This design comes from an exercise in tuning for small area, a short achievable clock period and few clock cycles per item on the open sky130 flow, not from production work. The RTL was checked by simulation tests, not by an equivalence proof against the original design. Power is estimated from default activity; no workload was simulated.

`flow/flow/run.sh`:
```
#!/bin/bash
set -euo pipefail
bash standard.sh SETUP_SLACK_MARGIN=6.0 "BUFFER_PORTS_ARGS=-buffer_cell sky130_fd_sc_hd__buf_1" finish > standard.log 2>&1
```
`flow/standard.sh`:
```
#!/bin/bash
# synth_recipe.tcl (not shown) runs the flow's synth.tcl, then flattens the netlist and writes it again
# the make line also repeats each setting of config.mk as NAME=value (left out here)
make -C /OpenROAD-flow-scripts/flow DESIGN_CONFIG=/design/flow/config.mk WORK_HOME=/design/flow/orfs CLKGATE_MAP_FILE= SYNTH_SCRIPT=/design/flow/synth_recipe.tcl "${@:-finish}"
```
`flow/config.mk`:
```
export PLATFORM = sky130hd
export DESIGN_NAME = SSE
export DESIGN_NICKNAME = SSE
export VERILOG_FILES = /design/flow/design.v
export SDC_FILE = /design/flow/constraint.sdc
export NUM_CORES = 4
export LEC_CHECK = 0
export CAP_MARGIN = 20
export CORE_MARGIN = 2
export CORE_UTILIZATION = 40
export CTS_CLUSTER_DIAMETER = 100
export CTS_CLUSTER_SIZE = 30
export PLACE_DENSITY = 0.6
export SETUP_SLACK_MARGIN = 5
export SLEW_MARGIN = 20
export SYNTH_HIERARCHICAL = 1
export SYNTH_MINIMUM_KEEP_SIZE = 0
```
`flow/constraint.sdc`:
```
create_clock -name core_clock -period 10.0 [get_ports {clk}]
set_input_delay 2.0000 -clock core_clock [delete_from_list [all_inputs] [get_ports {clk}]]
set_output_delay 2.0000 -clock core_clock [all_outputs]
set_load 0.01 [all_outputs]
```
`flow/design.v`:
```
module sse_acc (
	input  logic        clk,
	input  logic        rst,
	input  logic        ps1,
	input  logic [7:0]  pe1,
	input  logic [24:0] pu1,
	input  logic        v5,
	input  logic        l5,
	output logic        out_valid,
	output logic [31:0] Y
);
	localparam logic [31:0] NAN = 32'h7f800001;
	logic [31:0] acc;
	logic        v6, l6, fresh;
	logic        ps;
	logic [7:0]  pe;
	logic        pNaN, pInf;   
	logic [23:0] yp;
	logic [3:0]  shH;    
	logic [7:0]  shL;    
	logic        selP;
	logic        as;
	logic [7:0]  ae;
	logic [22:0] af;
	assign {as, ae, af} = acc;
	logic aNaN, aInf, aZ, pZ;
	assign aNaN = (&ae) & (|af);
	assign aInf = (&ae) & ~(|af);
	assign aZ = fresh | ~(|ae);
	assign pZ = ~(|pe);
	logic normal;
	assign normal = ~aZ & ~aNaN & ~aInf & ~pNaN & ~pInf & ~pZ;
	logic [23:0] ya;
	logic [24:0] S, S1;
	logic        ovf;
	logic [7:0]  E, E1;
	logic [23:0] ma, yh;
	assign ma = {1'b1, af};
	always_comb begin
		for (int i = 0; i < 24; i++) begin
			yh[i] = (shH[0] & ma[i]) | (shH[1] & (i + 8 < 24 ? ma[(i + 8) % 24] : 1'b0))
				| (shH[2] & (i + 16 < 24 ? ma[(i + 16) % 24] : 1'b0));
			ya[i] = 0;
			for (int j = 0; j < 8; j++)
				if (i + j < 24) ya[i] = ya[i] | (shL[j] & yh[i + j]);
		end
	end
	sse_cadd #(.W(24), .L(5)) add (.a(ya), .b(yp), .s0(S), .s1(S1));
	assign ovf = S[24];
	assign E = selP ? pe : ae;
	assign E1 = E + 8'd1;
	logic [31:0] nres, pval, res;
	logic        selN, selA, selP2, selNaN;
	assign nres = ovf ? {as, E1, S1[23:1]} : {as, E, S[22:0]};
	assign pval = {ps, pe, aZ ? yp[22:0] : 23'd0};
	assign selN = v6 & normal;
	assign selNaN = v6 & (aZ ? pNaN : (aNaN | pNaN | (aInf & pInf & (as != ps))));
	assign selA = ~v6 | (~aZ & ~aNaN & ~pNaN & (aInf ? (~pInf | (as == ps)) : (~pInf & pZ)));
	assign selP2 = v6 & (aZ ? (~pNaN & ~pZ) : (~aNaN & ~pNaN & ~aInf & pInf));
	assign res = ({32{selN}} & nres) | ({32{selA}} & acc) | ({32{selP2}} & pval) | ({32{selNaN}} & NAN);
	logic [25:0] pinc;
	logic [22:0] f1n;
	logic [23:0] m1n;
	logic [7:0]  e1n;
	sse_inc #(.W(25), .L(5)) inc1 (.a(pu1), .s(pinc));
	assign f1n = pu1[24] ? pinc[23:1] : pu1[22:0];
	assign m1n = {1'b1, f1n};
	assign e1n = pe1;
	logic [23:0] yp0, yp1;
	logic [8:0]  dP0, dA0;
	logic [4:0]  shA0, shA1;
	logic        sel0, sel1, inc;
	logic       ebP;
	logic [8:0] dPa, dPp, dAa, dAp;
	assign ebP = v6 & (aZ | selP);
	assign dPa = {1'b0, ae} - {1'b0, e1n};
	assign dPp = {1'b0, pe} - {1'b0, e1n};
	assign dAa = {1'b0, e1n} - {1'b0, ae};
	assign dAp = {1'b0, e1n} - {1'b0, pe};
	assign dP0 = ebP ? dPp : dPa;
	assign dA0 = ebP ? dAp : dAa;
	assign inc = v6 & ~aZ & ~pZ & ovf;
	assign sel0 = dP0[8];
	assign sel1 = sel0 & (dA0 != 9'd1);
	assign yp0 = sel0 ? m1n : (dP0[7:0] > 8'd23) ? 24'd0 : (m1n >> dP0[4:0]);
	assign yp1 = sel0 ? m1n : {1'b0, yp0[23:1]};
	assign shA0 = ~sel0 ? 5'd0 : (dA0[7:0] > 8'd23) ? 5'd24 : dA0[4:0];
	assign shA1 = ~sel1 ? 5'd0 : (dA0[7:0] > 8'd24) ? 5'd24 : (dA0[4:0] - 5'd1);
	logic azn;
	assign azn = v6 ? (l6 | (aZ & pZ)) : aZ;
	logic [23:0] ypc0, ypc1;
	logic [3:0]  shH0, shH1;
	logic [7:0]  shL0, shL1;
	assign ypc0 = azn ? m1n : yp0;
	assign ypc1 = azn ? m1n : yp1;
	assign shH0 = {1'b0, shA0[4:3] == 2'd2, shA0[4:3] == 2'd1, shA0[4:3] == 2'd0};
	assign shH1 = {1'b0, shA1[4:3] == 2'd2, shA1[4:3] == 2'd1, shA1[4:3] == 2'd0};
	always_comb
		for (int j = 0; j < 8; j++) begin
			shL0[j] = (shA0[2:0] == j);
			shL1[j] = (shA1[2:0] == j);
		end
	always_ff @(posedge clk) begin
		ps <= ps1;
		pe <= e1n;
		pNaN <= (&e1n) & (|f1n);
		pInf <= (&e1n) & ~(|f1n);
		l6 <= l5;
		acc <= res;
		selP <= inc ? sel1 : sel0;
		shH <= inc ? shH1 : shH0;
		shL <= inc ? shL1 : shL0;
		yp <= inc ? ypc1 : ypc0;
		if (rst) begin
			v6 <= 0;
			fresh <= 1;
			out_valid <= 0;
		end
		else begin
			v6 <= v5;
			if (v6) fresh <= l6;
			out_valid <= v6 & l6;
		end
	end
	assign Y = acc;
endmodule
module sse_cadd #(parameter int W = 24, parameter int L = 5) (
	input  logic [W-1:0] a,
	input  logic [W-1:0] b,
	output logic [W:0]   s0,
	output logic [W:0]   s1
);
	logic [W-1:0] g [0:L];
	logic [W-1:0] t [0:L];
	logic [W-1:0] h;
	assign g[0] = a & b;
	assign t[0] = a | b;
	assign h = a ^ b;
	genvar l, i;
	generate
		for (l = 0; l < L; l++) begin : g_lvl
			for (i = 0; i < W; i++) begin : g_bit
				if (i >= (1 << l)) begin : g_op
					assign g[l + 1][i] = g[l][i] | (t[l][i] & g[l][i - (1 << l)]);
					assign t[l + 1][i] = t[l][i] & t[l][i - (1 << l)];
				end
				else begin : g_pass
					assign g[l + 1][i] = g[l][i];
					assign t[l + 1][i] = t[l][i];
				end
			end
		end
	endgenerate
	assign s0 = {g[L][W-1], h ^ {g[L][W-2:0], 1'b0}};
	assign s1 = {g[L][W-1] | t[L][W-1], h ^ {g[L][W-2:0] | t[L][W-2:0], 1'b1}};
endmodule
module sse_add #(parameter int W = 24, parameter int L = 5) (
	input  logic [W-1:0] a,
	input  logic [W-1:0] b,
	input  logic         ci,
	output logic [W:0]   s
);
	logic [W:0] g [0:L];
	logic [W:0] p [0:L];
	assign g[0] = {a & b, ci};
	assign p[0] = {a ^ b, 1'b0};
	genvar l, i;
	generate
		for (l = 0; l < L; l++) begin : g_lvl
			for (i = 0; i <= W; i++) begin : g_bit
				if ((i >> l) & 1) begin : g_op
					assign g[l + 1][i] = g[l][i] | (p[l][i] & g[l][((i >> l) << l) - 1]);
					assign p[l + 1][i] = p[l][i] & p[l][((i >> l) << l) - 1];
				end
				else begin : g_pass
					assign g[l + 1][i] = g[l][i];
					assign p[l + 1][i] = p[l][i];
				end
			end
		end
	endgenerate
	assign s = {g[L][W], p[0][W:1] ^ g[L][W-1:0]};
endmodule
module sse_inc #(parameter int W = 24, parameter int L = 5) (
	input  logic [W-1:0] a,
	output logic [W:0]   s
);
	logic [W-1:0] p [0:L];
	assign p[0] = a;
	genvar l, i;
	generate
		for (l = 0; l < L; l++) begin : g_lvl
			for (i = 0; i < W; i++) begin : g_bit
				if ((i >> l) & 1) begin : g_op
					assign p[l + 1][i] = p[l][i] & p[l][((i >> l) << l) - 1];
				end
				else begin : g_pass
					assign p[l + 1][i] = p[l][i];
				end
			end
		end
	endgenerate
	assign s = {p[L][W-1], a ^ {p[L][W-2:0], 1'b1}};
endmodule
module sse_sq_tree (
	input  logic [22:0] f,
	output logic [47:0] q0,
	output logic [47:0] q1
);
	wire t1 = ~(~(f[0] & f[17]) ^ ~(f[1] & f[16]));
	wire t2 = ~(f[0] & f[17]) | ~(f[1] & f[16]);
	wire t3 = ~(~(f[0] & f[18]) ^ ~(f[1] & f[17]));
	wire t4 = ~(f[0] & f[18]) | ~(f[1] & f[17]);
	wire t5, t6;
	sse_fa ut5 (.a(~(f[0] & f[19])), .b(~(f[1] & f[18])), .c(~(f[2] & f[17])), .s(t5), .co(t6));
	wire t7 = ~(~(f[3] & f[16]) ^ ~(f[4] & f[15]));
	wire t8 = ~(f[3] & f[16]) | ~(f[4] & f[15]);
	wire t9, t10;
	sse_fa ut9 (.a(~(f[0] & f[20])), .b(~(f[1] & f[19])), .c(~(f[2] & f[18])), .s(t9), .co(t10));
	wire t11 = ~(~(f[3] & f[17]) ^ ~(f[4] & f[16]));
	wire t12 = ~(f[3] & f[17]) | ~(f[4] & f[16]);
	wire t13, t14;
	sse_fa ut13 (.a(~(f[0] & f[21])), .b(~(f[1] & f[20])), .c(~(f[2] & f[19])), .s(t13), .co(t14));
	wire t15, t16;
	sse_fa ut15 (.a(~(f[3] & f[18])), .b(~(f[4] & f[17])), .c(~(f[5] & f[16])), .s(t15), .co(t16));
	wire t17 = ~(~(f[6] & f[15]) ^ ~(f[7] & f[14]));
	wire t18 = ~(f[6] & f[15]) | ~(f[7] & f[14]);
	wire t19, t20;
	sse_fa ut19 (.a(~(f[0] & f[22])), .b(~(f[1] & f[21])), .c(~(f[2] & f[20])), .s(t19), .co(t20));
	wire t21, t22;
	sse_fa ut21 (.a(~(f[3] & f[19])), .b(~(f[4] & f[18])), .c(~(f[5] & f[17])), .s(t21), .co(t22));
	wire t23 = ~(~(f[6] & f[16]) ^ ~(f[7] & f[15]));
	wire t24 = ~(f[6] & f[16]) | ~(f[7] & f[15]);
	wire t25, t26;
	sse_fa ut25 (.a(~f[0]), .b(~(f[1] & f[22])), .c(~(f[2] & f[21])), .s(t25), .co(t26));
	wire t27, t28;
	sse_fa ut27 (.a(~(f[3] & f[20])), .b(~(f[4] & f[19])), .c(~(f[5] & f[18])), .s(t27), .co(t28));
	wire t29, t30;
	sse_fa ut29 (.a(~(f[6] & f[17])), .b(~(f[7] & f[16])), .c(~(f[8] & f[15])), .s(t29), .co(t30));
	wire t31 = ~(~(f[9] & f[14]) ^ ~(f[10] & f[13]));
	wire t32 = ~(f[9] & f[14]) | ~(f[10] & f[13]);
	wire t33, t34;
	sse_fa ut33 (.a(~f[1]), .b(~(f[2] & f[22])), .c(~(f[3] & f[21])), .s(t33), .co(t34));
	wire t35, t36;
	sse_fa ut35 (.a(~(f[4] & f[20])), .b(~(f[5] & f[19])), .c(~(f[6] & f[18])), .s(t35), .co(t36));
	wire t37, t38;
	sse_fa ut37 (.a(~(f[7] & f[17])), .b(~(f[8] & f[16])), .c(~(f[9] & f[15])), .s(t37), .co(t38));
	wire t39, t40;
	sse_fa ut39 (.a(~f[2]), .b(~(f[3] & f[22])), .c(~(f[4] & f[21])), .s(t39), .co(t40));
	wire t41, t42;
	sse_fa ut41 (.a(~(f[5] & f[20])), .b(~(f[6] & f[19])), .c(~(f[7] & f[18])), .s(t41), .co(t42));
	wire t43, t44;
	sse_fa ut43 (.a(~(f[8] & f[17])), .b(~(f[9] & f[16])), .c(~(f[10] & f[15])), .s(t43), .co(t44));
	wire t45, t46;
	sse_fa ut45 (.a(~f[3]), .b(~(f[4] & f[22])), .c(~(f[5] & f[21])), .s(t45), .co(t46));
	wire t47, t48;
	sse_fa ut47 (.a(~(f[6] & f[20])), .b(~(f[7] & f[19])), .c(~(f[8] & f[18])), .s(t47), .co(t48));
	wire t49, t50;
	sse_fa ut49 (.a(~f[4]), .b(~(f[5] & f[22])), .c(~(f[6] & f[21])), .s(t49), .co(t50));
	wire t51, t52;
	sse_fa ut51 (.a(~(f[7] & f[20])), .b(~(f[8] & f[19])), .c(~(f[9] & f[18])), .s(t51), .co(t52));
	wire t53, t54;
	sse_fa ut53 (.a(~f[5]), .b(~(f[6] & f[22])), .c(~(f[7] & f[21])), .s(t53), .co(t54));
	wire t55, t56;
	sse_fa ut55 (.a(~f[6]), .b(~(f[7] & f[22])), .c(~(f[8] & f[21])), .s(t55), .co(t56));
	wire t57 = ~(~(f[0] & f[11]) ^ ~(f[1] & f[10]));
	wire t58 = ~(f[0] & f[11]) | ~(f[1] & f[10]);
	wire t59 = ~(~(f[0] & f[12]) ^ ~(f[1] & f[11]));
	wire t60 = ~(f[0] & f[12]) | ~(f[1] & f[11]);
	wire t61, t62;
	sse_fa ut61 (.a(~(f[0] & f[13])), .b(~(f[1] & f[12])), .c(~(f[2] & f[11])), .s(t61), .co(t62));
	wire t63 = ~(~(f[3] & f[10]) ^ ~(f[4] & f[9]));
	wire t64 = ~(f[3] & f[10]) | ~(f[4] & f[9]);
	wire t65, t66;
	sse_fa ut65 (.a(~(f[0] & f[14])), .b(~(f[1] & f[13])), .c(~(f[2] & f[12])), .s(t65), .co(t66));
	wire t67 = ~(~(f[3] & f[11]) ^ ~(f[4] & f[10]));
	wire t68 = ~(f[3] & f[11]) | ~(f[4] & f[10]);
	wire t69, t70;
	sse_fa ut69 (.a(~(f[0] & f[15])), .b(~(f[1] & f[14])), .c(~(f[2] & f[13])), .s(t69), .co(t70));
	wire t71, t72;
	sse_fa ut71 (.a(~(f[3] & f[12])), .b(~(f[4] & f[11])), .c(~(f[5] & f[10])), .s(t71), .co(t72));
	wire t73 = ~(~(f[6] & f[9]) ^ ~(f[7] & f[8]));
	wire t74 = ~(f[6] & f[9]) | ~(f[7] & f[8]);
	wire t75, t76;
	sse_fa ut75 (.a(~(f[0] & f[16])), .b(~(f[1] & f[15])), .c(~(f[2] & f[14])), .s(t75), .co(t76));
	wire t77, t78;
	sse_fa ut77 (.a(~(f[3] & f[13])), .b(~(f[4] & f[12])), .c(~(f[5] & f[11])), .s(t77), .co(t78));
	wire t79 = ~(~(f[6] & f[10]) ^ ~(f[7] & f[9]));
	wire t80 = ~(f[6] & f[10]) | ~(f[7] & f[9]);
	wire t81, t82;
	sse_fa ut81 (.a(t1), .b(~(f[2] & f[15])), .c(~(f[3] & f[14])), .s(t81), .co(t82));
	wire t83, t84;
	sse_fa ut83 (.a(~(f[4] & f[13])), .b(~(f[5] & f[12])), .c(~(f[6] & f[11])), .s(t83), .co(t84));
	wire t85, t86;
	sse_fa ut85 (.a(~(f[7] & f[10])), .b(~(f[8] & f[9])), .c(~f[9]), .s(t85), .co(t86));
	wire t87, t88;
	sse_fa ut87 (.a(t2), .b(t3), .c(~(f[2] & f[16])), .s(t87), .co(t88));
	wire t89, t90;
	sse_fa ut89 (.a(~(f[3] & f[15])), .b(~(f[4] & f[14])), .c(~(f[5] & f[13])), .s(t89), .co(t90));
	wire t91, t92;
	sse_fa ut91 (.a(~(f[6] & f[12])), .b(~(f[7] & f[11])), .c(~(f[8] & f[10])), .s(t91), .co(t92));
	wire t93, t94;
	sse_fa ut93 (.a(t4), .b(t5), .c(t7), .s(t93), .co(t94));
	wire t95, t96;
	sse_fa ut95 (.a(~(f[5] & f[14])), .b(~(f[6] & f[13])), .c(~(f[7] & f[12])), .s(t95), .co(t96));
	wire t97, t98;
	sse_fa ut97 (.a(~(f[8] & f[11])), .b(~(f[9] & f[10])), .c(~f[10]), .s(t97), .co(t98));
	wire t99, t100;
	sse_fa ut99 (.a(t6), .b(t8), .c(t9), .s(t99), .co(t100));
	wire t101, t102;
	sse_fa ut101 (.a(t11), .b(~(f[5] & f[15])), .c(~(f[6] & f[14])), .s(t101), .co(t102));
	wire t103, t104;
	sse_fa ut103 (.a(~(f[7] & f[13])), .b(~(f[8] & f[12])), .c(~(f[9] & f[11])), .s(t103), .co(t104));
	wire t105, t106;
	sse_fa ut105 (.a(t10), .b(t12), .c(t13), .s(t105), .co(t106));
	wire t107, t108;
	sse_fa ut107 (.a(t15), .b(t17), .c(~(f[8] & f[13])), .s(t107), .co(t108));
	wire t109, t110;
	sse_fa ut109 (.a(~(f[9] & f[12])), .b(~(f[10] & f[11])), .c(~f[11]), .s(t109), .co(t110));
	wire t111, t112;
	sse_fa ut111 (.a(t14), .b(t16), .c(t18), .s(t111), .co(t112));
	wire t113, t114;
	sse_fa ut113 (.a(t19), .b(t21), .c(t23), .s(t113), .co(t114));
	wire t115, t116;
	sse_fa ut115 (.a(~(f[8] & f[14])), .b(~(f[9] & f[13])), .c(~(f[10] & f[12])), .s(t115), .co(t116));
	wire t117, t118;
	sse_fa ut117 (.a(t20), .b(t22), .c(t24), .s(t117), .co(t118));
	wire t119, t120;
	sse_fa ut119 (.a(t25), .b(t27), .c(t29), .s(t119), .co(t120));
	wire t121, t122;
	sse_fa ut121 (.a(t31), .b(~(f[11] & f[12])), .c(~f[12]), .s(t121), .co(t122));
	wire t123, t124;
	sse_fa ut123 (.a(t26), .b(t28), .c(t30), .s(t123), .co(t124));
	wire t125, t126;
	sse_fa ut125 (.a(t32), .b(t33), .c(t35), .s(t125), .co(t126));
	wire t127, t128;
	sse_fa ut127 (.a(t37), .b(~(f[10] & f[14])), .c(~(f[11] & f[13])), .s(t127), .co(t128));
	wire t129, t130;
	sse_fa ut129 (.a(t34), .b(t36), .c(t38), .s(t129), .co(t130));
	wire t131, t132;
	sse_fa ut131 (.a(t39), .b(t41), .c(t43), .s(t131), .co(t132));
	wire t133, t134;
	sse_fa ut133 (.a(~(f[11] & f[14])), .b(~(f[12] & f[13])), .c(~f[13]), .s(t133), .co(t134));
	wire t135, t136;
	sse_fa ut135 (.a(t40), .b(t42), .c(t44), .s(t135), .co(t136));
	wire t137, t138;
	sse_fa ut137 (.a(t45), .b(t47), .c(~(f[9] & f[17])), .s(t137), .co(t138));
	wire t139, t140;
	sse_fa ut139 (.a(~(f[10] & f[16])), .b(~(f[11] & f[15])), .c(~(f[12] & f[14])), .s(t139), .co(t140));
	wire t141, t142;
	sse_fa ut141 (.a(t46), .b(t48), .c(t49), .s(t141), .co(t142));
	wire t143, t144;
	sse_fa ut143 (.a(t51), .b(~(f[10] & f[17])), .c(~(f[11] & f[16])), .s(t143), .co(t144));
	wire t145, t146;
	sse_fa ut145 (.a(~(f[12] & f[15])), .b(~(f[13] & f[14])), .c(~f[14]), .s(t145), .co(t146));
	wire t147, t148;
	sse_fa ut147 (.a(t50), .b(t52), .c(t53), .s(t147), .co(t148));
	wire t149, t150;
	sse_fa ut149 (.a(~(f[8] & f[20])), .b(~(f[9] & f[19])), .c(~(f[10] & f[18])), .s(t149), .co(t150));
	wire t151, t152;
	sse_fa ut151 (.a(~(f[11] & f[17])), .b(~(f[12] & f[16])), .c(~(f[13] & f[15])), .s(t151), .co(t152));
	wire t153, t154;
	sse_fa ut153 (.a(t54), .b(t55), .c(~(f[9] & f[20])), .s(t153), .co(t154));
	wire t155, t156;
	sse_fa ut155 (.a(~(f[10] & f[19])), .b(~(f[11] & f[18])), .c(~(f[12] & f[17])), .s(t155), .co(t156));
	wire t157, t158;
	sse_fa ut157 (.a(~(f[13] & f[16])), .b(~(f[14] & f[15])), .c(~f[15]), .s(t157), .co(t158));
	wire t159, t160;
	sse_fa ut159 (.a(t56), .b(~f[7]), .c(~(f[8] & f[22])), .s(t159), .co(t160));
	wire t161, t162;
	sse_fa ut161 (.a(~(f[9] & f[21])), .b(~(f[10] & f[20])), .c(~(f[11] & f[19])), .s(t161), .co(t162));
	wire t163, t164;
	sse_fa ut163 (.a(~(f[12] & f[18])), .b(~(f[13] & f[17])), .c(~(f[14] & f[16])), .s(t163), .co(t164));
	wire t165, t166;
	sse_fa ut165 (.a(~f[8]), .b(~(f[9] & f[22])), .c(~(f[10] & f[21])), .s(t165), .co(t166));
	wire t167, t168;
	sse_fa ut167 (.a(~(f[11] & f[20])), .b(~(f[12] & f[19])), .c(~(f[13] & f[18])), .s(t167), .co(t168));
	wire t169, t170;
	sse_fa ut169 (.a(~(f[14] & f[17])), .b(~(f[15] & f[16])), .c(~f[16]), .s(t169), .co(t170));
	wire t171, t172;
	sse_fa ut171 (.a(~f[9]), .b(~(f[10] & f[22])), .c(~(f[11] & f[21])), .s(t171), .co(t172));
	wire t173, t174;
	sse_fa ut173 (.a(~(f[12] & f[20])), .b(~(f[13] & f[19])), .c(~(f[14] & f[18])), .s(t173), .co(t174));
	wire t175, t176;
	sse_fa ut175 (.a(~f[10]), .b(~(f[11] & f[22])), .c(~(f[12] & f[21])), .s(t175), .co(t176));
	wire t177, t178;
	sse_fa ut177 (.a(~(f[13] & f[20])), .b(~(f[14] & f[19])), .c(~(f[15] & f[18])), .s(t177), .co(t178));
	wire t179, t180;
	sse_fa ut179 (.a(~f[11]), .b(~(f[12] & f[22])), .c(~(f[13] & f[21])), .s(t179), .co(t180));
	wire t181, t182;
	sse_fa ut181 (.a(~f[12]), .b(~(f[13] & f[22])), .c(~(f[14] & f[21])), .s(t181), .co(t182));
	wire t183 = ~(~(f[0] & f[7]) ^ ~(f[1] & f[6]));
	wire t184 = ~(f[0] & f[7]) | ~(f[1] & f[6]);
	wire t185 = ~(~(f[0] & f[8]) ^ ~(f[1] & f[7]));
	wire t186 = ~(f[0] & f[8]) | ~(f[1] & f[7]);
	wire t187, t188;
	sse_fa ut187 (.a(~(f[0] & f[9])), .b(~(f[1] & f[8])), .c(~(f[2] & f[7])), .s(t187), .co(t188));
	wire t189 = ~(~(f[3] & f[6]) ^ ~(f[4] & f[5]));
	wire t190 = ~(f[3] & f[6]) | ~(f[4] & f[5]);
	wire t191, t192;
	sse_fa ut191 (.a(~(f[0] & f[10])), .b(~(f[1] & f[9])), .c(~(f[2] & f[8])), .s(t191), .co(t192));
	wire t193 = ~(~(f[3] & f[7]) ^ ~(f[4] & f[6]));
	wire t194 = ~(f[3] & f[7]) | ~(f[4] & f[6]);
	wire t195, t196;
	sse_fa ut195 (.a(t57), .b(~(f[2] & f[9])), .c(~(f[3] & f[8])), .s(t195), .co(t196));
	wire t197, t198;
	sse_fa ut197 (.a(~(f[4] & f[7])), .b(~(f[5] & f[6])), .c(~f[6]), .s(t197), .co(t198));
	wire t199, t200;
	sse_fa ut199 (.a(t58), .b(t59), .c(~(f[2] & f[10])), .s(t199), .co(t200));
	wire t201, t202;
	sse_fa ut201 (.a(~(f[3] & f[9])), .b(~(f[4] & f[8])), .c(~(f[5] & f[7])), .s(t201), .co(t202));
	wire t203, t204;
	sse_fa ut203 (.a(t60), .b(t61), .c(t63), .s(t203), .co(t204));
	wire t205, t206;
	sse_fa ut205 (.a(~(f[5] & f[8])), .b(~(f[6] & f[7])), .c(~f[7]), .s(t205), .co(t206));
	wire t207, t208;
	sse_fa ut207 (.a(t62), .b(t64), .c(t65), .s(t207), .co(t208));
	wire t209, t210;
	sse_fa ut209 (.a(t67), .b(~(f[5] & f[9])), .c(~(f[6] & f[8])), .s(t209), .co(t210));
	wire t211, t212;
	sse_fa ut211 (.a(t66), .b(t68), .c(t69), .s(t211), .co(t212));
	wire t213, t214;
	sse_fa ut213 (.a(t71), .b(t73), .c(~f[8]), .s(t213), .co(t214));
	wire t215, t216;
	sse_fa ut215 (.a(t70), .b(t72), .c(t74), .s(t215), .co(t216));
	wire t217, t218;
	sse_fa ut217 (.a(t75), .b(t77), .c(t79), .s(t217), .co(t218));
	wire t219, t220;
	sse_fa ut219 (.a(t76), .b(t78), .c(t80), .s(t219), .co(t220));
	wire t221, t222;
	sse_fa ut221 (.a(t81), .b(t83), .c(t85), .s(t221), .co(t222));
	wire t223, t224;
	sse_fa ut223 (.a(t82), .b(t84), .c(t86), .s(t223), .co(t224));
	wire t225, t226;
	sse_fa ut225 (.a(t87), .b(t89), .c(t91), .s(t225), .co(t226));
	wire t227, t228;
	sse_fa ut227 (.a(t88), .b(t90), .c(t92), .s(t227), .co(t228));
	wire t229, t230;
	sse_fa ut229 (.a(t93), .b(t95), .c(t97), .s(t229), .co(t230));
	wire t231, t232;
	sse_fa ut231 (.a(t94), .b(t96), .c(t98), .s(t231), .co(t232));
	wire t233, t234;
	sse_fa ut233 (.a(t99), .b(t101), .c(t103), .s(t233), .co(t234));
	wire t235, t236;
	sse_fa ut235 (.a(t100), .b(t102), .c(t104), .s(t235), .co(t236));
	wire t237, t238;
	sse_fa ut237 (.a(t105), .b(t107), .c(t109), .s(t237), .co(t238));
	wire t239, t240;
	sse_fa ut239 (.a(t106), .b(t108), .c(t110), .s(t239), .co(t240));
	wire t241, t242;
	sse_fa ut241 (.a(t111), .b(t113), .c(t115), .s(t241), .co(t242));
	wire t243, t244;
	sse_fa ut243 (.a(t112), .b(t114), .c(t116), .s(t243), .co(t244));
	wire t245, t246;
	sse_fa ut245 (.a(t117), .b(t119), .c(t121), .s(t245), .co(t246));
	wire t247, t248;
	sse_fa ut247 (.a(t118), .b(t120), .c(t122), .s(t247), .co(t248));
	wire t249, t250;
	sse_fa ut249 (.a(t123), .b(t125), .c(t127), .s(t249), .co(t250));
	wire t251, t252;
	sse_fa ut251 (.a(t124), .b(t126), .c(t128), .s(t251), .co(t252));
	wire t253, t254;
	sse_fa ut253 (.a(t129), .b(t131), .c(t133), .s(t253), .co(t254));
	wire t255, t256;
	sse_fa ut255 (.a(t130), .b(t132), .c(t134), .s(t255), .co(t256));
	wire t257, t258;
	sse_fa ut257 (.a(t135), .b(t137), .c(t139), .s(t257), .co(t258));
	wire t259, t260;
	sse_fa ut259 (.a(t136), .b(t138), .c(t140), .s(t259), .co(t260));
	wire t261, t262;
	sse_fa ut261 (.a(t141), .b(t143), .c(t145), .s(t261), .co(t262));
	wire t263, t264;
	sse_fa ut263 (.a(t142), .b(t144), .c(t146), .s(t263), .co(t264));
	wire t265, t266;
	sse_fa ut265 (.a(t147), .b(t149), .c(t151), .s(t265), .co(t266));
	wire t267, t268;
	sse_fa ut267 (.a(t148), .b(t150), .c(t152), .s(t267), .co(t268));
	wire t269, t270;
	sse_fa ut269 (.a(t153), .b(t155), .c(t157), .s(t269), .co(t270));
	wire t271, t272;
	sse_fa ut271 (.a(t154), .b(t156), .c(t158), .s(t271), .co(t272));
	wire t273, t274;
	sse_fa ut273 (.a(t159), .b(t161), .c(t163), .s(t273), .co(t274));
	wire t275, t276;
	sse_fa ut275 (.a(t160), .b(t162), .c(t164), .s(t275), .co(t276));
	wire t277, t278;
	sse_fa ut277 (.a(t165), .b(t167), .c(t169), .s(t277), .co(t278));
	wire t279, t280;
	sse_fa ut279 (.a(t166), .b(t168), .c(t170), .s(t279), .co(t280));
	wire t281, t282;
	sse_fa ut281 (.a(t171), .b(t173), .c(~(f[15] & f[17])), .s(t281), .co(t282));
	wire t283, t284;
	sse_fa ut283 (.a(t172), .b(t174), .c(t175), .s(t283), .co(t284));
	wire t285, t286;
	sse_fa ut285 (.a(t177), .b(~(f[16] & f[17])), .c(~f[17]), .s(t285), .co(t286));
	wire t287, t288;
	sse_fa ut287 (.a(t176), .b(t178), .c(t179), .s(t287), .co(t288));
	wire t289, t290;
	sse_fa ut289 (.a(~(f[14] & f[20])), .b(~(f[15] & f[19])), .c(~(f[16] & f[18])), .s(t289), .co(t290));
	wire t291, t292;
	sse_fa ut291 (.a(t180), .b(t181), .c(~(f[15] & f[20])), .s(t291), .co(t292));
	wire t293, t294;
	sse_fa ut293 (.a(~(f[16] & f[19])), .b(~(f[17] & f[18])), .c(~f[18]), .s(t293), .co(t294));
	wire t295, t296;
	sse_fa ut295 (.a(t182), .b(~f[13]), .c(~(f[14] & f[22])), .s(t295), .co(t296));
	wire t297, t298;
	sse_fa ut297 (.a(~(f[15] & f[21])), .b(~(f[16] & f[20])), .c(~(f[17] & f[19])), .s(t297), .co(t298));
	wire t299, t300;
	sse_fa ut299 (.a(~f[14]), .b(~(f[15] & f[22])), .c(~(f[16] & f[21])), .s(t299), .co(t300));
	wire t301, t302;
	sse_fa ut301 (.a(~(f[17] & f[20])), .b(~(f[18] & f[19])), .c(~f[19]), .s(t301), .co(t302));
	wire t303, t304;
	sse_fa ut303 (.a(~f[15]), .b(~(f[16] & f[22])), .c(~(f[17] & f[21])), .s(t303), .co(t304));
	wire t305, t306;
	sse_fa ut305 (.a(~f[16]), .b(~(f[17] & f[22])), .c(~(f[18] & f[21])), .s(t305), .co(t306));
	wire t307 = ~(~(f[0] & f[5]) ^ ~(f[1] & f[4]));
	wire t308 = ~(f[0] & f[5]) | ~(f[1] & f[4]);
	wire t309 = ~(~(f[0] & f[6]) ^ ~(f[1] & f[5]));
	wire t310 = ~(f[0] & f[6]) | ~(f[1] & f[5]);
	wire t311, t312;
	sse_fa ut311 (.a(t183), .b(~(f[2] & f[5])), .c(~(f[3] & f[4])), .s(t311), .co(t312));
	wire t313, t314;
	sse_fa ut313 (.a(t184), .b(t185), .c(~(f[2] & f[6])), .s(t313), .co(t314));
	wire t315, t316;
	sse_fa ut315 (.a(t186), .b(t187), .c(t189), .s(t315), .co(t316));
	wire t317, t318;
	sse_fa ut317 (.a(t188), .b(t190), .c(t191), .s(t317), .co(t318));
	wire t319, t320;
	sse_fa ut319 (.a(t192), .b(t194), .c(t195), .s(t319), .co(t320));
	wire t321, t322;
	sse_fa ut321 (.a(t196), .b(t198), .c(t199), .s(t321), .co(t322));
	wire t323, t324;
	sse_fa ut323 (.a(t200), .b(t202), .c(t203), .s(t323), .co(t324));
	wire t325, t326;
	sse_fa ut325 (.a(t204), .b(t206), .c(t207), .s(t325), .co(t326));
	wire t327, t328;
	sse_fa ut327 (.a(t208), .b(t210), .c(t211), .s(t327), .co(t328));
	wire t329, t330;
	sse_fa ut329 (.a(t212), .b(t214), .c(t215), .s(t329), .co(t330));
	wire t331, t332;
	sse_fa ut331 (.a(t216), .b(t218), .c(t219), .s(t331), .co(t332));
	wire t333, t334;
	sse_fa ut333 (.a(t220), .b(t222), .c(t223), .s(t333), .co(t334));
	wire t335, t336;
	sse_fa ut335 (.a(t224), .b(t226), .c(t227), .s(t335), .co(t336));
	wire t337, t338;
	sse_fa ut337 (.a(t228), .b(t230), .c(t231), .s(t337), .co(t338));
	wire t339, t340;
	sse_fa ut339 (.a(t232), .b(t234), .c(t235), .s(t339), .co(t340));
	wire t341, t342;
	sse_fa ut341 (.a(t236), .b(t238), .c(t239), .s(t341), .co(t342));
	wire t343, t344;
	sse_fa ut343 (.a(t240), .b(t242), .c(t243), .s(t343), .co(t344));
	wire t345, t346;
	sse_fa ut345 (.a(t244), .b(t246), .c(t247), .s(t345), .co(t346));
	wire t347, t348;
	sse_fa ut347 (.a(t248), .b(t250), .c(t251), .s(t347), .co(t348));
	wire t349, t350;
	sse_fa ut349 (.a(t252), .b(t254), .c(t255), .s(t349), .co(t350));
	wire t351, t352;
	sse_fa ut351 (.a(t256), .b(t258), .c(t259), .s(t351), .co(t352));
	wire t353, t354;
	sse_fa ut353 (.a(t260), .b(t262), .c(t263), .s(t353), .co(t354));
	wire t355, t356;
	sse_fa ut355 (.a(t264), .b(t266), .c(t267), .s(t355), .co(t356));
	wire t357, t358;
	sse_fa ut357 (.a(t268), .b(t270), .c(t271), .s(t357), .co(t358));
	wire t359, t360;
	sse_fa ut359 (.a(t272), .b(t274), .c(t275), .s(t359), .co(t360));
	wire t361, t362;
	sse_fa ut361 (.a(t276), .b(t278), .c(t279), .s(t361), .co(t362));
	wire t363, t364;
	sse_fa ut363 (.a(t280), .b(t282), .c(t283), .s(t363), .co(t364));
	wire t365, t366;
	sse_fa ut365 (.a(t284), .b(t286), .c(t287), .s(t365), .co(t366));
	wire t367, t368;
	sse_fa ut367 (.a(t288), .b(t290), .c(t291), .s(t367), .co(t368));
	wire t369, t370;
	sse_fa ut369 (.a(t292), .b(t294), .c(t295), .s(t369), .co(t370));
	wire t371, t372;
	sse_fa ut371 (.a(t296), .b(t298), .c(t299), .s(t371), .co(t372));
	wire t373, t374;
	sse_fa ut373 (.a(t300), .b(t302), .c(t303), .s(t373), .co(t374));
	wire t375, t376;
	sse_fa ut375 (.a(t304), .b(t305), .c(~(f[19] & f[20])), .s(t375), .co(t376));
	wire t377, t378;
	sse_fa ut377 (.a(t306), .b(~f[17]), .c(~(f[18] & f[22])), .s(t377), .co(t378));
	wire t379, t380;
	sse_fa ut379 (.a(~f[18]), .b(~(f[19] & f[22])), .c(~(f[20] & f[21])), .s(t379), .co(t380));
	wire t381 = ~(~(f[0] & f[3]) ^ ~(f[1] & f[2]));
	wire t382 = ~(f[0] & f[3]) | ~(f[1] & f[2]);
	wire t383 = ~(~(f[0] & f[4]) ^ ~(f[1] & f[3]));
	wire t384 = ~(f[0] & f[4]) | ~(f[1] & f[3]);
	wire t385, t386;
	sse_fa ut385 (.a(t307), .b(~(f[2] & f[3])), .c(~f[3]), .s(t385), .co(t386));
	wire t387, t388;
	sse_fa ut387 (.a(t308), .b(t309), .c(~(f[2] & f[4])), .s(t387), .co(t388));
	wire t389, t390;
	sse_fa ut389 (.a(t310), .b(t311), .c(~f[4]), .s(t389), .co(t390));
	wire t391, t392;
	sse_fa ut391 (.a(t312), .b(t313), .c(~(f[3] & f[5])), .s(t391), .co(t392));
	wire t393, t394;
	sse_fa ut393 (.a(t314), .b(t315), .c(~f[5]), .s(t393), .co(t394));
	wire t395, t396;
	sse_fa ut395 (.a(t316), .b(t317), .c(t193), .s(t395), .co(t396));
	wire t397, t398;
	sse_fa ut397 (.a(t318), .b(t319), .c(t197), .s(t397), .co(t398));
	wire t399, t400;
	sse_fa ut399 (.a(t320), .b(t321), .c(t201), .s(t399), .co(t400));
	wire t401, t402;
	sse_fa ut401 (.a(t322), .b(t323), .c(t205), .s(t401), .co(t402));
	wire t403, t404;
	sse_fa ut403 (.a(t324), .b(t325), .c(t209), .s(t403), .co(t404));
	wire t405, t406;
	sse_fa ut405 (.a(t326), .b(t327), .c(t213), .s(t405), .co(t406));
	wire t407, t408;
	sse_fa ut407 (.a(t328), .b(t329), .c(t217), .s(t407), .co(t408));
	wire t409, t410;
	sse_fa ut409 (.a(t330), .b(t331), .c(t221), .s(t409), .co(t410));
	wire t411, t412;
	sse_fa ut411 (.a(t332), .b(t333), .c(t225), .s(t411), .co(t412));
	wire t413, t414;
	sse_fa ut413 (.a(t334), .b(t335), .c(t229), .s(t413), .co(t414));
	wire t415, t416;
	sse_fa ut415 (.a(t336), .b(t337), .c(t233), .s(t415), .co(t416));
	wire t417, t418;
	sse_fa ut417 (.a(t338), .b(t339), .c(t237), .s(t417), .co(t418));
	wire t419, t420;
	sse_fa ut419 (.a(t340), .b(t341), .c(t241), .s(t419), .co(t420));
	wire t421, t422;
	sse_fa ut421 (.a(t342), .b(t343), .c(t245), .s(t421), .co(t422));
	wire t423, t424;
	sse_fa ut423 (.a(t344), .b(t345), .c(t249), .s(t423), .co(t424));
	wire t425, t426;
	sse_fa ut425 (.a(t346), .b(t347), .c(t253), .s(t425), .co(t426));
	wire t427, t428;
	sse_fa ut427 (.a(t348), .b(t349), .c(t257), .s(t427), .co(t428));
	wire t429, t430;
	sse_fa ut429 (.a(t350), .b(t351), .c(t261), .s(t429), .co(t430));
	wire t431, t432;
	sse_fa ut431 (.a(t352), .b(t353), .c(t265), .s(t431), .co(t432));
	wire t433, t434;
	sse_fa ut433 (.a(t354), .b(t355), .c(t269), .s(t433), .co(t434));
	wire t435, t436;
	sse_fa ut435 (.a(t356), .b(t357), .c(t273), .s(t435), .co(t436));
	wire t437, t438;
	sse_fa ut437 (.a(t358), .b(t359), .c(t277), .s(t437), .co(t438));
	wire t439, t440;
	sse_fa ut439 (.a(t360), .b(t361), .c(t281), .s(t439), .co(t440));
	wire t441, t442;
	sse_fa ut441 (.a(t362), .b(t363), .c(t285), .s(t441), .co(t442));
	wire t443, t444;
	sse_fa ut443 (.a(t364), .b(t365), .c(t289), .s(t443), .co(t444));
	wire t445, t446;
	sse_fa ut445 (.a(t366), .b(t367), .c(t293), .s(t445), .co(t446));
	wire t447, t448;
	sse_fa ut447 (.a(t368), .b(t369), .c(t297), .s(t447), .co(t448));
	wire t449, t450;
	sse_fa ut449 (.a(t370), .b(t371), .c(t301), .s(t449), .co(t450));
	wire t451, t452;
	sse_fa ut451 (.a(t372), .b(t373), .c(~(f[18] & f[20])), .s(t451), .co(t452));
	wire t453, t454;
	sse_fa ut453 (.a(t374), .b(t375), .c(~f[20]), .s(t453), .co(t454));
	wire t455, t456;
	sse_fa ut455 (.a(t376), .b(t377), .c(~(f[19] & f[21])), .s(t455), .co(t456));
	wire t457, t458;
	sse_fa ut457 (.a(t378), .b(t379), .c(~f[21]), .s(t457), .co(t458));
	wire t459, t460;
	sse_fa ut459 (.a(t380), .b(~f[19]), .c(~(f[20] & f[22])), .s(t459), .co(t460));
	wire t461, t462;
	sse_fa ut461 (.a(~f[20]), .b(~(f[21] & f[22])), .c(~f[22]), .s(t461), .co(t462));
	assign q0[0] = ~f[0];
	assign q1[0] = 1'b1;
	assign q0[1] = 1'b1;
	assign q1[1] = 1'b1;
	assign q0[2] = ~(f[0] & f[1]);
	assign q1[2] = ~f[1];
	assign q0[3] = ~(f[0] & f[2]);
	assign q1[3] = 1'b1;
	assign q0[4] = t381;
	assign q1[4] = ~f[2];
	assign q0[5] = t382;
	assign q1[5] = t383;
	assign q0[6] = t384;
	assign q1[6] = t385;
	assign q0[7] = t386;
	assign q1[7] = t387;
	assign q0[8] = t388;
	assign q1[8] = t389;
	assign q0[9] = t390;
	assign q1[9] = t391;
	assign q0[10] = t392;
	assign q1[10] = t393;
	assign q0[11] = t394;
	assign q1[11] = t395;
	assign q0[12] = t396;
	assign q1[12] = t397;
	assign q0[13] = t398;
	assign q1[13] = t399;
	assign q0[14] = t400;
	assign q1[14] = t401;
	assign q0[15] = t402;
	assign q1[15] = t403;
	assign q0[16] = t404;
	assign q1[16] = t405;
	assign q0[17] = t406;
	assign q1[17] = t407;
	assign q0[18] = t408;
	assign q1[18] = t409;
	assign q0[19] = t410;
	assign q1[19] = t411;
	assign q0[20] = t412;
	assign q1[20] = t413;
	assign q0[21] = t414;
	assign q1[21] = t415;
	assign q0[22] = t416;
	assign q1[22] = t417;
	assign q0[23] = t418;
	assign q1[23] = t419;
	assign q0[24] = t420;
	assign q1[24] = t421;
	assign q0[25] = t422;
	assign q1[25] = t423;
	assign q0[26] = t424;
	assign q1[26] = t425;
	assign q0[27] = t426;
	assign q1[27] = t427;
	assign q0[28] = t428;
	assign q1[28] = t429;
	assign q0[29] = t430;
	assign q1[29] = t431;
	assign q0[30] = t432;
	assign q1[30] = t433;
	assign q0[31] = t434;
	assign q1[31] = t435;
	assign q0[32] = t436;
	assign q1[32] = t437;
	assign q0[33] = t438;
	assign q1[33] = t439;
	assign q0[34] = t440;
	assign q1[34] = t441;
	assign q0[35] = t442;
	assign q1[35] = t443;
	assign q0[36] = t444;
	assign q1[36] = t445;
	assign q0[37] = t446;
	assign q1[37] = t447;
	assign q0[38] = t448;
	assign q1[38] = t449;
	assign q0[39] = t450;
	assign q1[39] = t451;
	assign q0[40] = t452;
	assign q1[40] = t453;
	assign q0[41] = t454;
	assign q1[41] = t455;
	assign q0[42] = t456;
	assign q1[42] = t457;
	assign q0[43] = t458;
	assign q1[43] = t459;
	assign q0[44] = t460;
	assign q1[44] = t461;
	assign q0[45] = t462;
	assign q1[45] = ~f[21];
	assign q0[46] = 1'b0;
	assign q1[46] = ~f[22];
	assign q0[47] = 1'b1;
	assign q1[47] = 1'b1;
endmodule
module sse_sq_sum (
	input  logic [47:0] q0,
	input  logic [47:0] q1,
	output logic [47:0] P
);
	logic [48:0] s;
	sse_add #(.W(48), .L(6)) add (.a(q0), .b(q1), .ci(1'b1), .s(s));
	assign P = ~s[47:0];
endmodule
module sse_fa (
	input  logic a, b, c,
	output logic s, co
);
	assign s = a ^ b ^ c;
	assign co = (a & b) | (a & c) | (b & c);
endmodule
module SSE (
	input  logic        clk,
	input  logic        rst,
	input  logic        in_valid,
	input  logic        in_last,
	input  logic [31:0] A,
	input  logic [31:0] B,
	output logic        in_ready,
	output logic        out_valid,
	output logic [31:0] Y
);
	localparam logic [31:0] NAN = 32'h7f800001;
	logic v0, v2, v3, v4, v5;
	logic l0, l2, l3, l4, l5;
	always_ff @(posedge clk) begin
		if (rst) begin
			in_ready <= 0;
			{v0, v2, v3, v4, v5} <= 0;
		end
		else begin
			in_ready <= 1;
			v0 <= in_valid & in_ready;
			{v2, v3, v4, v5} <= {v0, v2, v3, v4};
		end
		{l0, l2, l3, l4, l5} <= {in_last, l0, l2, l3, l4};
	end
	logic        sA, sB;
	logic [7:0]  eA, eB;
	logic [22:0] fA, fB;
	assign {sA, eA, fA} = A;
	assign {sB, eB, fB} = B;
	logic nanA, nanB, infA, infB, zA, zB;
	assign nanA = (&eA) & (|fA);
	assign nanB = (&eB) & (|fB);
	assign infA = (&eA) & ~(|fA);
	assign infB = (&eB) & ~(|fB);
	assign zA = ~(|eA);
	assign zB = ~(|eB);
	logic        spec;
	logic [31:0] sval;
	always_comb begin
		spec = 1;
		if (nanA | nanB) sval = NAN;
		else if (infA & infB) sval = (sA == sB) ? A : NAN;
		else if (infA) sval = A;
		else if (infB) sval = B;
		else if (zA & zB) sval = 0;
		else if (zA) sval = {~sB, B[30:0]};
		else if (zB) sval = A;
		else begin
			spec = 0;
			sval = A;
		end
	end
	logic [8:0]  dAB;
	logic [7:0]  dBA;
	logic        aLess, eEq, fLess, swp;
	assign dAB = {1'b0, eA} - {1'b0, eB};
	assign dBA = eB - eA;
	assign aLess = dAB[8];
	assign eEq = (eA == eB);
	assign fLess = fA < fB;
	assign swp = A[30:0] < B[30:0];    
	logic [22:0] x0, y0;
	logic [4:0]  k0;
	logic [7:0]  e0;
	logic        s0, sub0;
	always_ff @(posedge clk) begin
		y0 <= swp ? fA : fB;
		if (spec) begin
			x0 <= sval[22:0];
			k0 <= 5'd24;
			e0 <= sval[30:23];
			s0 <= sval[31];
			sub0 <= 0;
		end
		else begin
			x0 <= swp ? fB : fA;
			k0 <= aLess ? ((dBA > 8'd23) ? 5'd24 : dBA[4:0]) : ((dAB[7:0] > 8'd23) ? 5'd24 : dAB[4:0]);
			e0 <= aLess ? eB : eA;
			s0 <= (sA == sB) ? (swp ^ sA) : sA;
			sub0 <= (sA == sB);
		end
	end
	logic [23:0] y1;
	assign y1 = {1'b1, y0} >> k0;
	logic [24:0] sum2;
	sse_add #(.W(24), .L(5)) add1 (.a({1'b1, x0}), .b(sub0 ? ~y1 : y1), .ci(sub0), .s(sum2));
	logic [24:0] r2;
	logic [7:0]  e2;
	logic        s2, sub2;
	always_ff @(posedge clk) begin
		r2 <= {sum2[24] & ~sub0, sum2[23:0]};
		e2 <= e0;
		s2 <= s0;
		sub2 <= sub0;
	end
	logic [24:0] inc3;
	logic [25:0] inc3x;
	assign inc3 = inc3x[24:0];
	sse_inc #(.W(25), .L(5)) inc1 (.a(r2), .s(inc3x));
	logic [31:0] zx;
	logic [7:0]  nz1;
	logic [15:0] nc1;
	logic [3:0]  nz2;
	logic [11:0] nc2;
	logic [1:0]  nz3;
	logic [7:0]  nc3;
	logic [4:0]  lz;
	assign zx = {r2[23:0], 8'hff};
	genvar gi;
	generate
		for (gi = 0; gi < 8; gi++) begin : g_l1
			logic [3:0] q;
			assign q = zx[4 * gi +: 4];
			assign nz1[gi] = |q;
			assign nc1[2 * gi +: 2] = q[3] ? 2'd0 : q[2] ? 2'd1 : q[1] ? 2'd2 : 2'd3;
		end
		for (gi = 0; gi < 4; gi++) begin : g_l2
			assign nz2[gi] = nz1[2 * gi + 1] | nz1[2 * gi];
			assign nc2[3 * gi +: 3] = nz1[2 * gi + 1] ? {1'b0, nc1[4 * gi + 2 +: 2]} : {1'b1, nc1[4 * gi +: 2]};
		end
		for (gi = 0; gi < 2; gi++) begin : g_l3
			assign nz3[gi] = nz2[2 * gi + 1] | nz2[2 * gi];
			assign nc3[4 * gi +: 4] = nz2[2 * gi + 1] ? {1'b0, nc2[6 * gi + 3 +: 3]} : {1'b1, nc2[6 * gi +: 3]};
		end
	endgenerate
	assign lz = nz3[1] ? {1'b0, nc3[7:4]} : {1'b1, nc3[3:0]};
	logic [23:0] n1;
	assign n1 = r2[23:0] << lz;
	logic        s3;
	logic [7:0]  e3;
	logic [4:0]  lz3;
	logic [22:0] f3;
	always_ff @(posedge clk) begin
		if (sub2) begin
			if (r2[23:0] == 0) begin
				s3 <= 0;
				e3 <= 0;
				lz3 <= 0;
			end
			else begin
				s3 <= s2;
				e3 <= e2;
				lz3 <= lz;
			end
			f3 <= n1[22:0];
		end
		else begin
			s3 <= s2;
			e3 <= r2[24] ? e2 + 8'd1 : e2;
			lz3 <= 0;
			f3 <= r2[24] ? inc3[23:1] : r2[22:0];
		end
	end
	logic        sd;
	logic [7:0]  ed;
	logic [22:0] fd;
	assign sd = s3;
	assign ed = e3 - {3'd0, lz3};
	assign fd = f3;
	logic [9:0] ex4;
	assign ex4 = {1'b0, ed, 1'b0} - 10'd127;
	logic [47:0] q0, q1;
	sse_sq_tree sq (.f(fd), .q0(q0), .q1(q1));
	logic spec4, ssp4, esp4, nsp4;
	always_comb begin
		spec4 = 1;
		ssp4 = 0;
		esp4 = 1;
		nsp4 = 0;
		if ((&ed) & (|fd)) nsp4 = 1;
		else if (&ed) ssp4 = sd;
		else if (~(|ed)) esp4 = 0;
		else if (~ex4[9] & (ex4[8:0] > 9'd254)) ;
		else if (ex4[9] | (ex4 == 0)) esp4 = 0;
		else spec4 = 0;
	end
	logic [47:0] r40, r41;
	logic [7:0]  e4;
	logic        spec5i, ssp5i, esp5i, nsp5i;
	always_ff @(posedge clk) begin
		r40 <= q0;
		r41 <= q1;
		e4 <= ex4[7:0];
		spec5i <= spec4;
		ssp5i <= ssp4;
		esp5i <= esp4;
		nsp5i <= nsp4;
	end
	logic [47:0] P;
	logic [24:0] U;
	sse_sq_sum sqs (.q0(r40), .q1(r41), .P(P));
	assign U = P[47:23];
	logic        ps5;
	logic [7:0]  pe5;
	logic [24:0] pu5;
	always_comb begin
		if (spec5i) begin
			ps5 = ssp5i;
			pe5 = {8{esp5i}};
			pu5 = {24'd0, nsp5i};
		end
		else begin
			ps5 = 0;
			pe5 = U[24] ? e4 + 8'd1 : e4;
			pu5 = U;
		end
	end
	logic        ps1;
	logic [7:0]  pe1;
	logic [24:0] pu1;
	always_ff @(posedge clk) begin
		ps1 <= ps5;
		pe1 <= pe5;
		pu1 <= pu5;
	end
	sse_acc acc (
		.clk(clk), .rst(rst),
		.ps1(ps1), .pe1(pe1), .pu1(pu1), .v5(v5), .l5(l5),
		.out_valid(out_valid), .Y(Y)
	);
endmodule
```
==> results of run 1 <==
-- routing by layer --
metal | routed length, µm | part of all wire | vias up
met3 | 4960 | 0.053 | 191
met2 | 45400 | 0.48 | 922
li1 | - | - | 12892
met4 | 3200 | 0.034 | 0
met5 | 0 | 0 | -
met1 | 40200 | 0.43 | 13348
-- registers in the layout, summed over array words and instances, names as in the netlist, 3 cells and up --
register / count
acc.acc: 32
acc.pe: 8
acc.shH: 3
acc.shL: 8
acc.yp: 24
e0: 8
e2: 8
e3: 8
e4: 7
f3: 23
k0: 5
lz3: 5
pe1: 8
pu1: 25
r2: 25
r40: 48
r41: 48
x0: 23
y0: 23
-- through the flow --
stage / utilization / hold WS, ns / worst slack [ns] / power (mW) / cell area (µm²)
final: 0.445 / 0.335 / 6.03 / 13.0 / 35900
after global placement: 0.412 / 0.311 / 4.10 / 11.4 / 33300
after floorplan: - / 0.310 / 5.90 / 11.5 / 32800
after global routing: 0.445 / 0.344 / 5.90 / 14.4 / 35900
after CTS: 0.433 / 0.339 / 6.00 / 12.9 / 34900
after detailed placement: 0.412 / 0.312 / 3.97 / 11.5 / 33300
-- power breakdown --
part           leakage [nW]  switching, mW  internal (mW)
Clock                 0.410          0.632          0.488
Sequential             3.09          0.609           2.12
Combinational          10.5           5.21           3.94
-- final timing paths --
path                                 start  slack [ns]  cells past startpoint           to
worst min register to register          l3        0.34                      0           l4
worst max register to register  acc.shH[0]        6.07                     16  acc.acc[16]
worst max-delay path                 A[24]        6.03                      8        x0[3]
worst min-delay path                    l3        0.34                      0           l4
-- layout make-up --
| type | instances | share of cell area |
|---|---|---|
| clock buffers | 24 | 0.0164 |
| multi-input cells | 2779 | 0.659 |
| repair buffers | 222 | 0.0413 |
| inverters | 287 | 0.0308 |
| flip-flops and latches | 368 | 0.207 |
| well taps | 1060 | 0.0369 |
| clock inverters | 16 | 0.00790 |
| repair inverters | 1 | 0.000209 |
-- placed cells by master (no fill, tap or decap), types with 61 or more instances in the layout --
master,n
nand2_1,412
dfxtp_1,338
inv_1,276
fa_1,218
nor2_1,210
ha_1,192
a21oi_1,173
mux2i_1,134
o21ai_0,104
buf_4,100
buf_1,95
xnor2_1,89
xor2_1,79
nand3_1,74
a22oi_1,62
and2_1,61
-- worst register-to-register path, stage by stage (launching register included) --
cell and delay [ns]:
dfxtp_4 0.39, buf_12 0.14, a22oi_2 0.19, nand2_2 0.14
a222oi_1 0.37, nand4_1 0.25, inv_1 0.12, ha_2 0.20
inv_1 0.04, a21o_1 0.20, a221o_1 0.38, a221oi_4 0.45
o21bai_1 0.12, xor2_1 0.16, mux2i_1 0.33, nor2_1 0.11
a221o_1 0.27
-- repair_timing --
item,in CTS,in global routing
endpoints found under the setup margin,141,118
resized for setup,150,123
pin swaps,13,52
buffers inserted,22,52
cloned,1,3
==> impl_results.md, run 1 <==
* Outcome: no timing/DRC/antenna violations
* Top Ports at around 100
* CP Capture Type: flop
* Clock slew at reported path FFs at roughly 0.11 ns
* Total die area at between 0.08 and 0.09 mm²
* First-pass GRT wire length at 148 mm
* Grt ovf at 0
* Clock buffer count from CTS at 23
* # rows at 104
* CP delay by family, top: simple AND/OR/NAND/NOR gates
* Worst Skew at around 0.053 ns
* Mapped Area at between 0.03 and 0.04 mm²
* CTS Root Cell: clkbuf_16
* Busiest grt layer: met2
* Area Growth Syn to Fin at 9.93%
* Nets at 4,187
* Worst path required time at around 11 ns
* Drt wl/cell at between 15 and 20 µm
* RePlAce Congestion at approximately 0.96
* H-tree depth at 1
* Crit path cell chain: clkbuf_2, or4_1, nor2_1, nor3_1, nand2_2, and3_1, nand3_2, o22ai_1
* Final setup vio count at 0
* MaxCap Viol Count at 0
* Iter 0 DRT Violations at approximately 2,200
* RSZ-0062 raised after global routing: true
* Worst path buffer plus inverter count at 1
* Detail Placement HPWL at 69.6 mm
* Worst IR drop on VDD at roughly 220 µV
* Core box area at 0.0807 mm²
* Pwr/cell area at between 300 and 400 mW/mm²
* DRT Pass-1 Iters at 13
* Clock latency on the worst-skew pair at around 0.61 ns
* CP startpoint kind: input pin
* Critical path's largest stage delay at ~0.57 ns
* Post-layout min period at roughly 4.0 ns
* Setup CP Type: input pin to flop
* Max-slew violations at 0
* GR Util met3 at 0.0221
* Post-Synthesis Cells at 3,701
* Clock buffer depth at 3
* Setup TNS at 0 ns
* Slowest CP cell: or4_1
* Worst rel slew slack at 0.260
* Fraction of layout cells with a size suffix above 1 at 0.142
* Chip Width at slightly below 300 µm
* Fin cells at between 4,000 and 5,000
* CTS tree: done
* Seq. cell area at approximately 0.0074 mm²
* Routed Antenna Nets at 0
* GRT Total Usage at 0.214
* Largest net degree at the start of global routing at 40
* Tightest Pin Transition at 1.11 ns
* Placed cells at roughly 4,600
* WL final at 93.7 mm
* Hold Crit Class: flop to flop
* Critical Path AT at roughly 4.5 ns
* Port Buffer Count at approximately 100
* Final hold vios at 0
* DRC violations left at 0
* Die Ht at around 290 µm
* Avg Cell Area, Syn at between 8 and 9 µm²
* Vias/cell at around 5.8
* Hold buffer count at CTS at 0
* Critical Path Fanout Max at 17
* Area of the multi-input gates at ~0.024 mm²
* Met2 usage at 0.368
* Ant. Diodes at 0
* Vias at ~27,000
* M1 GR Usage at 0.282
* Syn. warnings at 19
* Initial Utilization at 0.405
* Vias in the first global route at about 27,000
* Leakage Power at around 14 nW
* Clock Sinks at approximately 370
* Filler instances at ~7,900
* Fin crit share at 0.397
* Initial antenna violation count at 0
* Max frequency at around 250 MHz
Testbench counts, summed over its fixed seeds: cycles 8,146, items 8,082.
==> run 2, diff against run 1 <==
--- a/flow/config.mk
+++ b/flow/config.mk
@@ -7,10 +7,10 @@
 export LEC_CHECK = 0
 export CAP_MARGIN = 20
 export CORE_MARGIN = 2
-export CORE_UTILIZATION = 40
+export CORE_UTILIZATION = 68
 export CTS_CLUSTER_DIAMETER = 100
 export CTS_CLUSTER_SIZE = 30
-export PLACE_DENSITY = 0.6
+export PLACE_DENSITY = 0.82
 export SETUP_SLACK_MARGIN = 5
 export SLEW_MARGIN = 20
 export SYNTH_HIERARCHICAL = 1
==> run 2 against run 1 <==
Effect of this change:
- maximum frequency down 1.3%
- die area down 41%
- synthesized area unchanged
- sequential share of layout area up 0.51 points
- first-iteration DRC count up 71%
- register-to-register slack about the same
- count of clock-buffer cells in the layout down 3
- combinational power up 4.3%
- highest routed layer unchanged
- core utilization up 29 points
- still clean
==> impl_results.md, run 2 <==
* CP startpoint kind: input pin (unchanged)
* GRT Total Usage at 0.383 (was 0.214)
* Max frequency at 249 MHz (was 252 MHz)
* Avg Cell Area, Syn at 8.83 µm² (unchanged)
* Worst Skew at 0.0286 ns (was 0.0529 ns)
* DRC violations left at 0 (unchanged)
* WL final at 98.5 mm (was 93.7 mm)
* Critical Path End: k0[4] (was x0[3])
* Clock buffer count from CTS at 19 (was 23)
* Clock Sinks at 368 (unchanged)
* Final setup vio count at 0 (unchanged)
* Port Buffer Count at 101 (unchanged)
* Chip Width at 223 µm (was 290 µm)
* Tightest Pin Transition at 1.18 ns (was 1.11 ns)
* Area Growth Syn to Fin at 7.27% (was 9.93%)
* End of the worst register-to-register path: acc.acc[20] (was acc.acc[16])
* Total die area at 0.0498 mm² (was 0.0840 mm²)
* Setup TNS at 0 ns (unchanged)
* H-tree depth at 1 (unchanged)
* Final hold vios at 0 (unchanged)
* R2R setup slack at 6.07 ns (about the same)
* Drt wl/cell at 22.9 µm (was 19.7 µm)
* Detail Placement HPWL at 72.1 mm (was 69.6 mm)
* Core box area at 0.0475 mm² (was 0.0807 mm²)
* Routed Antenna Nets at 0 (unchanged)
* Setup CP Type: input pin to flop (unchanged)
* MaxCap Viol Count at 0 (unchanged)
* Syn. warnings at 19 (unchanged)
* Clock buffer depth at 3 (unchanged)
* R2R cell count at 19 (was 16)
* CP Capture Type: flop (unchanged)
* Clock latency on the worst-skew pair at 0.57 ns (was 0.61 ns)
* Fin crit share at 0.402 (was 0.397)
* Leakage Power at 13.8 nW (was 14.0 nW)
* CTS Root Cell: clkbuf_16 (unchanged)
* Vias/cell at 6.77 (was 5.75)
* Die Ht at 223 µm (was 290 µm)
* Vias at 29,041 (was 27,353)
* Vias in the first global route at 28,813 (was 26,533)
* Filler instances at 3,430 (was 7,914)
* CTS tree: done (unchanged)
* Area of the multi-input gates at 0.0237 mm² (about the same)
* Critical Path Fanout Max at 6 (was 17)
* Hold_sp: e0[0] (was l3)
* Worst path required time at 10.52 ns (was 10.51 ns)
* DRT Pass-1 Iters at 8 (was 13)
* Commonest non-fill, non-tap cells in the layout: nand2_1, dfxtp_1, inv_1, fa_1, nor2_1 (unchanged)
* RSZ-0062 raised after global routing: true (unchanged)
* Critical path launch point: B[23] (was A[24])
* Total power at 13.2 mW (was 13.0 mW)
* Post-layout min period at 4.02 ns (was 3.97 ns)
* Initial antenna violation count at 0 (unchanged)
* RePlAce Congestion at 0.998 (was 0.960)
* Iter 0 DRT Violations at 3,718 (was 2,175)
* # rows at 80 (was 104)
* Mapped Area at 0.0327 mm² (unchanged)
* Seq. cell area at 0.00744 mm² (about the same)
* Outcome: no timing/DRC/antenna violations (unchanged)
* Worst R2R Start: acc.shH[0] (unchanged)
* Clock slew at reported path FFs at 0.11 ns (about the same)
* Worst IR drop on VDD at 327 µV (was 219 µV)
* Initial Utilization at 0.688 (was 0.405)
* Critical Path AT at 4.54 ns (was 4.47 ns)
* Nets at 4,173 (was 4,187)
* Pwr/cell area at 377 mW/mm² (was 362 mW/mm²)
* Largest net degree at the start of global routing at 40 (unchanged)
* Hold buffer count at CTS at 0 (unchanged)
* Post-Synthesis Cells at 3,701 (unchanged)
* Hold Crit Class: flop to flop (unchanged)
* Top Ports at 102 (unchanged)
* Largest regs: r40 (48), r41 (48), acc.acc (32) (unchanged)
* Ant. Diodes at 0 (unchanged)
* Grt ovf at 0 (unchanged)
* Max-slew violations at 0 (unchanged)
* Commonest non-fill, non-tap cell in the layout: nand2_1 (unchanged)
* Fraction of layout cells with a size suffix above 1 at 0.135 (was 0.142)
* First-pass GRT wire length at 154 mm (was 148 mm)
* Worst rel slew slack at 0.209 (was 0.260)
## run 2: worst min-delay path by stage
stage | to | slack (ns) | cells after the start
2_1_floorplan | acc.l6 | 0.31 | 0
3_3_place_gp | l4 | 0.31 | 0
3_5_place_dp | e2[0] | 0.31 | 0
4_1_cts | e2[0] | 0.34 | 0
5_1_grt | e2[0] | 0.34 | 0
6_report | e2[0] | 0.34 | 0
## run 2: repair_timing
item / in CTS / in global routing
pin swaps: 16 / 53
setup buffers: 19 / 46
endpoints found under the setup margin: 137 / 140
cloned: 5 / 3
gates resized for setup: 135 / 143
hold endpoints to repair: 0 / 0
## run 2: worst max-delay path, cell delays in order
cell      delay, ns
clkbuf_4       0.16
inv_1          0.09
ha_1           0.18
inv_1          0.08
fa_1           0.29
a21o_1         0.19
nand4_1        0.17
and3_1         0.22
a221o_1        0.34
nand4_1        0.08
buf_4          0.15
nor2_4         0.05
a221oi_1       0.39
a21o_1         0.13
## run 2: routing by layer
metal | up-vias | track usage | routed length [µm]
met5 | - | 0 | 0
met4 | 0 | 0.169 | 5580
met3 | 401 | 0.0640 | 8460
met2 | 1783 | 0.658 | 47400
met1 | 13998 | 0.475 | 37000
li1 | 12859 | - | -
## run 2: through the flow
stage	hold WS (ns)	area, µm²	utilization	setup WS [ns]	instances
2_1_floorplan	0.310	32800	-	5.90	3706
3_3_place_gp	0.310	32700	0.687	4.30	4188
3_5_place_dp	0.312	32700	0.688	4.06	4189
4_1_cts	0.338	34100	0.717	5.95	4243
5_1_grt	0.344	35100	0.738	5.89	4292
6_report	0.339	35100	0.738	5.98	4292
## run 2: layout make-up
cell class | instances | share of cell area
flip-flops and latches | 368 | 0.212
repair inverters | 1 | 0.000214
multi-input cells | 2781 | 0.676
well taps | 615 | 0.0219
inverters | 287 | 0.0318
clock buffers | 21 | 0.0138
clock inverters | 9 | 0.00396
repair buffers | 210 | 0.0402
## run 2: power by group
part	internal (mW)	switching, mW	leakage, nW
registers	2.12	0.613	3.09
clock network	0.380	0.550	0.298
logic	4.03	5.52	10.4

## static timing again, ports no longer ideal
How much do the figures lean on ideal ports? The routed layouts below were timed once more, with nothing changed but the port constraints.
Step 1: set_driving_cell puts a clkbuf_16 on clk and a buf_2 on each other input, an assumption about the parent block.
Step 2 also shifts input and output timing later by t, the mid clock arrival at the registers, as if the neighbouring blocks saw the same clock.
a / b / c = ideal ports / drivers / drivers and shift; a / b = the first two.
| run | t, ns | slack for setup (ns) | worst setup path at the end |
|---|---|---|---|
| run 1 | 0.645 | 6.034 / 6.066 / 5.425 | input to register |
| run 2 | 0.617 | 5.980 / 6.018 / 5.400 | input to register |
After both steps every run listed still meets setup and hold. For run 1, which loses most, drivers alone change the setup slack by +0.032 ns; drivers and shift together by -0.609 ns.
